Background: an optimization exercise with open tools, aiming at small area. Do not read the settings as production practice. RTL that was checked went through simulation tests only; none was proved equivalent to the original. Power is estimated from default activity; no workload was simulated. The flow treats the clock pin as an ideal source, which a real chip does not have.

==> inputs of 07-04 <==
==> flow/design.v (excerpt) <==
module DIV(
    input  wire        clk,
    input  wire        reset,
    input  wire        flush,
    input  wire        CE_in,
    input  wire        ex_valid_ns,
    input  wire        wb_allin,
    input  wire [31:0] dividend_in,
    input  wire [31:0] divisor_in,
    input  wire [5:0]  is_op,
    output reg  [31:0] quotient_out,
    output reg  [31:0] remainder_out,
    output reg         CE_out
);
==> flow/config.mk <==
export PLATFORM = sky130hd
export DESIGN_NAME = DIV
export DESIGN_NICKNAME = DIV
export VERILOG_FILES = /design/flow/design.v
export SDC_FILE = /design/flow/constraint.sdc
export NUM_CORES = 4
export LEC_CHECK = 0
export CAP_MARGIN = 20
export CORE_MARGIN = 2
export CORE_UTILIZATION = 60
export CTS_BUF_LIST = sky130_fd_sc_hd__clkbuf_16
export CTS_CLUSTER_DIAMETER = 190
export CTS_CLUSTER_SIZE = 32
export PLACE_DENSITY = 0.7
export SLEW_MARGIN = 20
export SYNTH_HIERARCHICAL = 1
==> flow/constraint.sdc <==
create_clock -name core_clock -period 12.0 [get_ports {clk}]
set_input_delay 2.4000 -clock core_clock [delete_from_list [all_inputs] [get_ports {clk}]]
set_output_delay 2.4000 -clock core_clock [all_outputs]
set_load 0.01 [all_outputs]
standard.sh (not shown) runs the stock make flow with config.mk's settings and CLKGATE_MAP_FILE= SYNTH_SCRIPT=/design/flow/synth_recipe.tcl, a recipe that flattens the netlist after the stock synthesis.
==> flow/flow/run.sh <==
#!/bin/bash
# Standard layout, with the port buffers made from the smallest buffer cell.
set -e
cp standard.sh standard.sh.txt
export BUFFER_PORTS_ARGS="-buffer_cell sky130_fd_sc_hd__buf_1"
bash standard.sh > standard.log 2>&1
==> 11-23 (differences from 07-04) <==
--- a/flow/design.v
+++ b/flow/design.v
@@ -36,50 +36,56 @@
         end else begin
             ce_d[1] <= CE_in;
             ce_d[16:2] <= hs ? 15'd0 : ce_d[15:1];
             CE_out <= hs ? 1'b0 : ce_d[16];
         end
     end
     wire sgn = (is_op == 6'h0a);
-    reg [31:0] n_s1, v_s1;
-    reg sg_s1;
+    wire nn  = sgn & dividend_in[31];
+    wire nd  = sgn & divisor_in[31];
+    wire [31:0] an = nn ? -dividend_in : dividend_in;
+    wire [31:0] ad = nd ? -divisor_in : divisor_in;
+    wire [31:0] adm = ad ^ 32'haaaaaaaa;
+    wire nq0 = nn ^ nd;
+    wire nr0 = nn;
+    reg [31:0] a_s1;
+    reg [31:0] d_s1;
+    reg nq_s1, nr_s1;
     always @(posedge clk) begin
-        n_s1 <= dividend_in;
-        v_s1 <= divisor_in;
-        sg_s1 <= sgn;
+        a_s1 <= an;
+        d_s1 <= adm;
+        nq_s1 <= nq0;
+        nr_s1 <= nr0;
     end
-    reg [31:0] n_s2, v_s2;
-    reg sg_s2;
+    reg [31:0] a_s2;
+    reg [31:0] d_s2;
+    reg nq_s2, nr_s2;
     always @(posedge clk) begin
-        n_s2 <= n_s1;
-        v_s2 <= v_s1;
-        sg_s2 <= sg_s1;
+        a_s2 <= a_s1;
+        d_s2 <= d_s1;
+        nq_s2 <= nq_s1;
+        nr_s2 <= nr_s1;
     end
-    reg [31:0] n_s3, v_s3;
-    reg sg_s3;
+    reg [31:0] a_s3;
+    reg [31:0] d_s3;
+    reg nq_s3, nr_s3;
     always @(posedge clk) begin
-        n_s3 <= n_s2;
-        v_s3 <= v_s2;
-        sg_s3 <= sg_s2;
+        a_s3 <= a_s2;
+        d_s3 <= d_s2;
+        nq_s3 <= nq_s2;
+        nr_s3 <= nr_s2;
     end
-    wire nn  = sg_s3 & n_s3[31];
-    wire nd  = sg_s3 & v_s3[31];
-    wire [31:0] an = nn ? -n_s3 : n_s3;
-    wire [31:0] ad = nd ? -v_s3 : v_s3;
-    wire [31:0] adm = ad ^ 32'haaaaaaaa;
-    wire nq0 = nn ^ nd;
-    wire nr0 = nn;
     reg [31:0] a_s4;
     reg [31:0] d_s4;
     reg nq_s4, nr_s4;
     always @(posedge clk) begin
-        a_s4 <= an;
-        d_s4 <= adm;
-        nq_s4 <= nq0;
-        nr_s4 <= nr0;
+        a_s4 <= a_s3;
+        d_s4 <= d_s3;
+        nq_s4 <= nq_s3;
+        nr_s4 <= nr_s3;
     end
     wire t1_0 = a_s4[31];
     wire hz1 = ~|(d_s4[31:1] ^ 1431655765);
     wire [1:1] c1;
     wire [0:0] r1;
     wire ge1;
     assign c1[1] = ~(~t1_0 & (d_s4[0] ^ 1'b0));
==> flow/config.mk (replaced) <==
export PLATFORM = sky130hd
export DESIGN_NAME = DIV
export DESIGN_NICKNAME = DIV
export VERILOG_FILES = /design/flow/design.v
export SDC_FILE = /design/flow/constraint.sdc
export NUM_CORES = 4
export LEC_CHECK = 0
export CAP_MARGIN = 20
export CORE_MARGIN = 2
export CORE_UTILIZATION = 70
export CTS_BUF_LIST = sky130_fd_sc_hd__clkbuf_16
export CTS_CLUSTER_DIAMETER = 180
export CTS_CLUSTER_SIZE = 30
export SLEW_MARGIN = 20
export SYNTH_HIERARCHICAL = 1
==> 03-10 (differences from 07-04) <==
--- a/flow/design.v
+++ b/flow/design.v
@@ -36,50 +36,56 @@
         end else begin
             ce_d[1] <= CE_in;
             ce_d[16:2] <= hs ? 15'd0 : ce_d[15:1];
             CE_out <= hs ? 1'b0 : ce_d[16];
         end
     end
     wire sgn = (is_op == 6'h0a);
-    reg [31:0] n_s1, v_s1;
-    reg sg_s1;
+    wire nn  = sgn & dividend_in[31];
+    wire nd  = sgn & divisor_in[31];
+    wire [31:0] an = nn ? -dividend_in : dividend_in;
+    wire [31:0] ad = nd ? -divisor_in : divisor_in;
+    wire [31:0] adm = ad ^ 32'haaaaaaaa;
+    wire nq0 = nn ^ nd;
+    wire nr0 = nn;
+    reg [31:0] a_s1;
+    reg [31:0] d_s1;
+    reg nq_s1, nr_s1;
     always @(posedge clk) begin
-        n_s1 <= dividend_in;
-        v_s1 <= divisor_in;
-        sg_s1 <= sgn;
+        a_s1 <= an;
+        d_s1 <= adm;
+        nq_s1 <= nq0;
+        nr_s1 <= nr0;
     end
-    reg [31:0] n_s2, v_s2;
-    reg sg_s2;
+    reg [31:0] a_s2;
+    reg [31:0] d_s2;
+    reg nq_s2, nr_s2;
     always @(posedge clk) begin
-        n_s2 <= n_s1;
-        v_s2 <= v_s1;
-        sg_s2 <= sg_s1;
+        a_s2 <= a_s1;
+        d_s2 <= d_s1;
+        nq_s2 <= nq_s1;
+        nr_s2 <= nr_s1;
     end
-    reg [31:0] n_s3, v_s3;
-    reg sg_s3;
+    reg [31:0] a_s3;
+    reg [31:0] d_s3;
+    reg nq_s3, nr_s3;
     always @(posedge clk) begin
-        n_s3 <= n_s2;
-        v_s3 <= v_s2;
-        sg_s3 <= sg_s2;
+        a_s3 <= a_s2;
+        d_s3 <= d_s2;
+        nq_s3 <= nq_s2;
+        nr_s3 <= nr_s2;
     end
-    wire nn  = sg_s3 & n_s3[31];
-    wire nd  = sg_s3 & v_s3[31];
-    wire [31:0] an = nn ? -n_s3 : n_s3;
-    wire [31:0] ad = nd ? -v_s3 : v_s3;
-    wire [31:0] adm = ad ^ 32'haaaaaaaa;
-    wire nq0 = nn ^ nd;
-    wire nr0 = nn;
     reg [31:0] a_s4;
     reg [31:0] d_s4;
     reg nq_s4, nr_s4;
     always @(posedge clk) begin
-        a_s4 <= an;
-        d_s4 <= adm;
-        nq_s4 <= nq0;
-        nr_s4 <= nr0;
+        a_s4 <= a_s3;
+        d_s4 <= d_s3;
+        nq_s4 <= nq_s3;
+        nr_s4 <= nr_s3;
     end
     wire t1_0 = a_s4[31];
     wire hz1 = ~|(d_s4[31:1] ^ 1431655765);
     wire [1:1] c1;
     wire [0:0] r1;
     wire ge1;
     assign c1[1] = ~(~t1_0 & (d_s4[0] ^ 1'b0));
==> flow/config.mk (replaced) <==
export PLATFORM = sky130hd
export DESIGN_NAME = DIV
export DESIGN_NICKNAME = DIV
export VERILOG_FILES = /design/flow/design.v
export SDC_FILE = /design/flow/constraint.sdc
export NUM_CORES = 4
export LEC_CHECK = 0
export CAP_MARGIN = 20
export CORE_MARGIN = 2
export CORE_UTILIZATION = 55
export CTS_BUF_LIST = sky130_fd_sc_hd__clkbuf_16
export CTS_CLUSTER_DIAMETER = 190
export CTS_CLUSTER_SIZE = 32
export PLACE_DENSITY = 0.8
export SLEW_MARGIN = 20
export SYNTH_HIERARCHICAL = 1
==> comparison table <==
Result of the run: 03-10 complete, no violations; 07-04 complete, no violations; 11-23 complete, no violations
Global-route wire length before repair: 03-10 129 mm; 07-04 129 mm; 11-23 134 mm
Min-Delay Endpoint: 03-10 a_s2[21]; 07-04 n_s3[0]; 11-23 a_s4[8]
Number of nets in the final layout: 03-10 4,611; 07-04 4,632; 11-23 4,643
Layout buffer count excluding clock buffers: 03-10 276; 07-04 305; 11-23 304
Top Metal Used: 03-10 met4; 07-04 met4; 11-23 met5
Power per Cell Area: 03-10 160 nW/um^2; 07-04 160 nW/um^2; 11-23 162 nW/um^2
Iteration-0 DRC count of the detailed router: 03-10 867; 07-04 721; 11-23 779
Area taken by flip-flops and latches: 03-10 27,800 sq um; 07-04 27,700 sq um; 11-23 27,800 sq um
Instance count after placement with tap cells included: 03-10 5,645; 07-04 5,540; 11-23 5,372
Hold path startpoint: 03-10 a_s1[21]; 07-04 n_s2[0]; 11-23 a_s3[8]
Non-clock buffering overhead in the final layout: 03-10 3.00%; 07-04 3.39%; 11-23 3.41%
Initial antenna violation count: 03-10 1; 07-04 2; 11-23 2
Fraction of synthesized area in multiplexers: 03-10 20.0%; 07-04 19.9%; 11-23 20.0%
Number of cell rows: 03-10 112; 07-04 107; 11-23 99
Synth unique cells: 03-10 49; 07-04 52; 11-23 49
No functional check of the RTL was part of 07-04.

==> build 53 <==
DIV, a different RTL version from the one above (not shown whole).
make LEC_CHECK=0 CAP_MARGIN=20 CORE_MARGIN=2 CORE_UTILIZATION=70 CTS_BUF_LIST=sky130_fd_sc_hd__clkbuf_16 CTS_CLUSTER_DIAMETER=140 CTS_CLUSTER_SIZE=23 SLEW_MARGIN=20 SYNTH_HIERARCHICAL=1 finish   # period 12.0 ns
run.sh (not shown) runs the stock make flow with config.mk's settings and CLKGATE_MAP_FILE= SYNTH_SCRIPT=/design/flow/synth_recipe.tcl, a recipe that flattens the netlist after the stock synthesis.
Stock flow here: none of the scripts above is used.
==> trial 51 (differences from build 53) <==
==> flow/flow/run.sh (new file) <==
#!/bin/bash
# Standard layout, with the port buffers made from the smallest buffer cell.
set -e
cp standard.sh standard.sh.txt
export BUFFER_PORTS_ARGS="-buffer_cell sky130_fd_sc_hd__buf_1"
bash standard.sh > standard.log 2>&1
==> flow/standard.sh (new file) <==
#!/bin/bash
# synth_recipe.tcl (not shown) runs the flow's synth.tcl, then flattens the netlist and writes it again
# the make line also repeats each setting of config.mk as NAME=value (left out here)
make -C /OpenROAD-flow-scripts/flow DESIGN_CONFIG=/design/flow/config.mk WORK_HOME=/design/flow/orfs CLKGATE_MAP_FILE= SYNTH_SCRIPT=/design/flow/synth_recipe.tcl "${@:-finish}"
--- a/flow/config.mk
+++ b/flow/config.mk
@@ -7,2 +7,3 @@
 export LEC_CHECK = 0
+export ABC_AREA = 1
 export CAP_MARGIN = 20
@@ -11,4 +12,4 @@
 export CTS_BUF_LIST = sky130_fd_sc_hd__clkbuf_16
-export CTS_CLUSTER_DIAMETER = 140
-export CTS_CLUSTER_SIZE = 23
+export CTS_CLUSTER_DIAMETER = 160
+export CTS_CLUSTER_SIZE = 26
 export SLEW_MARGIN = 20
removed: flow/run.sh
==> trial 42 (differences from build 53) <==
==> flow/flow/run.sh (new file) <==
#!/bin/bash
# Standard layout, with the port buffers made from the smallest buffer cell.
set -e
cp standard.sh standard.sh.txt
export BUFFER_PORTS_ARGS="-buffer_cell sky130_fd_sc_hd__buf_1"
bash standard.sh > standard.log 2>&1
==> flow/standard.sh (new file) <==
#!/bin/bash
# synth_recipe.tcl (not shown) runs the flow's synth.tcl, then flattens the netlist and writes it again
# the make line also repeats each setting of config.mk as NAME=value (left out here)
make -C /OpenROAD-flow-scripts/flow DESIGN_CONFIG=/design/flow/config.mk WORK_HOME=/design/flow/orfs CLKGATE_MAP_FILE= SYNTH_SCRIPT=/design/flow/synth_recipe.tcl "${@:-finish}"
removed: flow/run.sh
==> notes.md <==
The highest routed wire length belongs to trial 51, the lowest to trial 42.
In trial 42 the non-clock buffer count is higher than in build 53, by 6.
The highest sequential share of layout area belongs to trial 42, the lowest to trial 51.
The highest cell area belongs to trial 51, the lowest to trial 42.
In synthesized area, build 53 and trial 42 do not differ.
Between trial 51 and build 53, the lower register-to-register slack is in build 53 (gap 0.08 ns).
Build 53 completed with no timing, DRC or antenna violations. Trial 42 produced a clean layout. Trial 51 finished with timing, DRC and antenna clean.
Of trial 51 and build 53, build 53 has the higher clock power (gap about 7%, measured against build 53).
Core utilization, highest first: build 53, trial 42, trial 51.
In trial 51 the die area is higher than in build 53, by about 46%.

==> run a: inputs <==
DIV, a different RTL version from the one above (not shown whole).
make LEC_CHECK=0 CAP_MARGIN=20 CORE_MARGIN=2 CORE_UTILIZATION=60 CTS_BUF_LIST=sky130_fd_sc_hd__clkbuf_4 CTS_CLUSTER_SIZE=30 SLEW_MARGIN=20 SYNTH_HIERARCHICAL=1 finish   # period 12.0 ns
Stock flow here: none of the scripts above is used.
==> run b (differences from run a) <==
Settings changed: CTS_BUF_LIST sky130_fd_sc_hd__clkbuf_4 to sky130_fd_sc_hd__clkbuf_8, CTS_CLUSTER_SIZE 30 to 20.
==> summary of the runs <==
In run a the non-clock buffer count is higher than in run b, by 6.
Core utilization: run b is higher than run a (0.39 points).
Between run a and run b, the lower register-to-register slack is in run a (gap 50 ps).
In synthesized area, run a and run b do not differ.
Of run a and run b, run a has the higher via count (gap about 2.7%, measured against run b).
Of run b and run a, run a has the higher final cell count (gap 3.4%, measured against run a).

==> run X: inputs <==
DIV with an RTL version that a note above also has.
Settings: LEC_CHECK=0, CAP_MARGIN=20, CORE_MARGIN=2, CORE_UTILIZATION=60, CTS_BUF_LIST=sky130_fd_sc_hd__clkbuf_16, CTS_CLUSTER_DIAMETER=180, CTS_CLUSTER_SIZE=30, SLEW_MARGIN=20, SYNTH_HIERARCHICAL=1; clock period 12.0 ns.
standard.sh (not shown) runs the stock make flow with config.mk's settings and CLKGATE_MAP_FILE= SYNTH_SCRIPT=/design/flow/synth_recipe.tcl, a recipe that flattens the netlist after the stock synthesis.
==> flow/flow/run.sh <==
#!/bin/bash
# Standard layout, with the port buffers made from the smallest buffer cell.
set -e
cp standard.sh standard.sh.txt
export BUFFER_PORTS_ARGS="-buffer_cell sky130_fd_sc_hd__buf_1"
bash standard.sh > standard.log 2>&1
==> run K (differences from run X) <==
- CORE_UTILIZATION: 60 -> 50
- CTS_CLUSTER_DIAMETER: 180 -> 190
- CTS_CLUSTER_SIZE: 30 -> 32
- PLACE_DENSITY: unset -> 0.8
==> run G (differences from run X) <==
- CORE_UTILIZATION: 60 -> 45
- CTS_CLUSTER_DIAMETER: 180 -> 190
- CTS_CLUSTER_SIZE: 30 -> 32
- PLACE_DENSITY: unset -> 0.9
==> run R (differences from run X) <==
- CORE_UTILIZATION: 60 -> 50
- CTS_CLUSTER_DIAMETER: 180 -> 190
- CTS_CLUSTER_SIZE: 30 -> 32
==> out/metrics.yaml <==
slew_headroom_pct: 31.6
p_per_area_mw_per_mm2: 160
powerComb_w: 0.00198
outcome: "complete, no violations"
switchingPower_w: 0.00250
dp_cells: 5910
cts_made_buffers: 49
clock_buffers: 49
gr-usage-met1_pct: 14.7
p_int_w: 0.00659
multiInputCombCellCount: 2734
(the above is from run G)
==> out/metrics.yaml <==
cts_made_buffers: 49
clock_buffers: 49
multiInputCombCellCount: 2733
outcome: "complete, no violations"
gr-usage-met1_pct: 15.9
p_per_area_mw_per_mm2: 159
(the above is from run K)
==> out/metrics.yaml <==
gr-usage-met1_pct: 16.5
cts_made_buffers: 49
outcome: "complete, no violations"
clock_buffers: 49
switchingPower_w: 0.00249
powerComb_w: 0.00197
(the above is from run R)
==> out/metrics.yaml <==
outcome: "complete, no violations"
clock_buffers: 52
gr-usage-met1_pct: 18.7
multiInputCombCellCount: 2733
finalSetupViolations: 0
powerComb_w: 0.00197
switchingPower_w: 0.00248
p_int_w: 0.00664
dp_cells: 5547
slew_headroom_pct: 34.1
(the above is from run X)

port drivers added, routing unchanged:
The results above use ideal ports. As a check the final layouts listed here were re-extracted and re-timed, cells and wires unchanged.
Step 1 sets driving cells, clkbuf_16 on the clock port and buf_2 on the other inputs (assumed; they add their load-dependent delay and slew).
Step 2 times the ports against the registers' clock, not the clock port: input delays grow and output delays shrink by t, the midpoint of the rising clock arrivals with the driver on.
a / b / c = no drivers / after step 1 / after step 2; a / b = the first two.
| run | t (ns) | setup WS [ns] | latest minus earliest clock arrival (ns) | worst slew at a driven data input, ns |
|---|---|---|---|---|
| 07-04 | 0.707 | 0.608 / 0.608 / 0.608 | 0.046 / 0.047 | 0.04 |
| 11-23 | 0.712 | 0.480 / 0.480 / 0.480 | 0.051 / 0.051 | 0.05 |
| 03-10 | 0.702 | 0.580 / 0.580 / 0.580 | 0.040 / 0.041 | 0.04 |
| build 53 | 0.696 | 0.479 / 0.479 / 0.479 | 0.064 / 0.064 | 0.06 |
| trial 51 | 0.794 | 0.562 / 0.562 / 0.562 | 0.038 / 0.038 | 0.04 |
| trial 42 | 0.714 | 0.513 / 0.513 / 0.513 | 0.054 / 0.054 | 0.05 |
| run a | 1.151 | 0.412 / 0.412 / 0.412 | 0.126 / 0.126 | 0.06 |
| run b | 0.925 | 0.464 / 0.464 / 0.464 | 0.061 / 0.061 | 0.05 |
| run X | 0.702 | 0.743 / 0.743 / 0.743 | 0.054 / 0.054 | 0.06 |
| run K | 0.712 | 0.479 / 0.479 / 0.479 | 0.044 / 0.044 | 0.05 |
| run G | 0.729 | 0.680 / 0.680 / 0.680 | 0.031 / 0.030 | 0.04 |
| run R | 0.738 | 0.739 / 0.739 / 0.739 | 0.044 / 0.044 | 0.07 |
After both steps setup and hold are still met in every run listed.
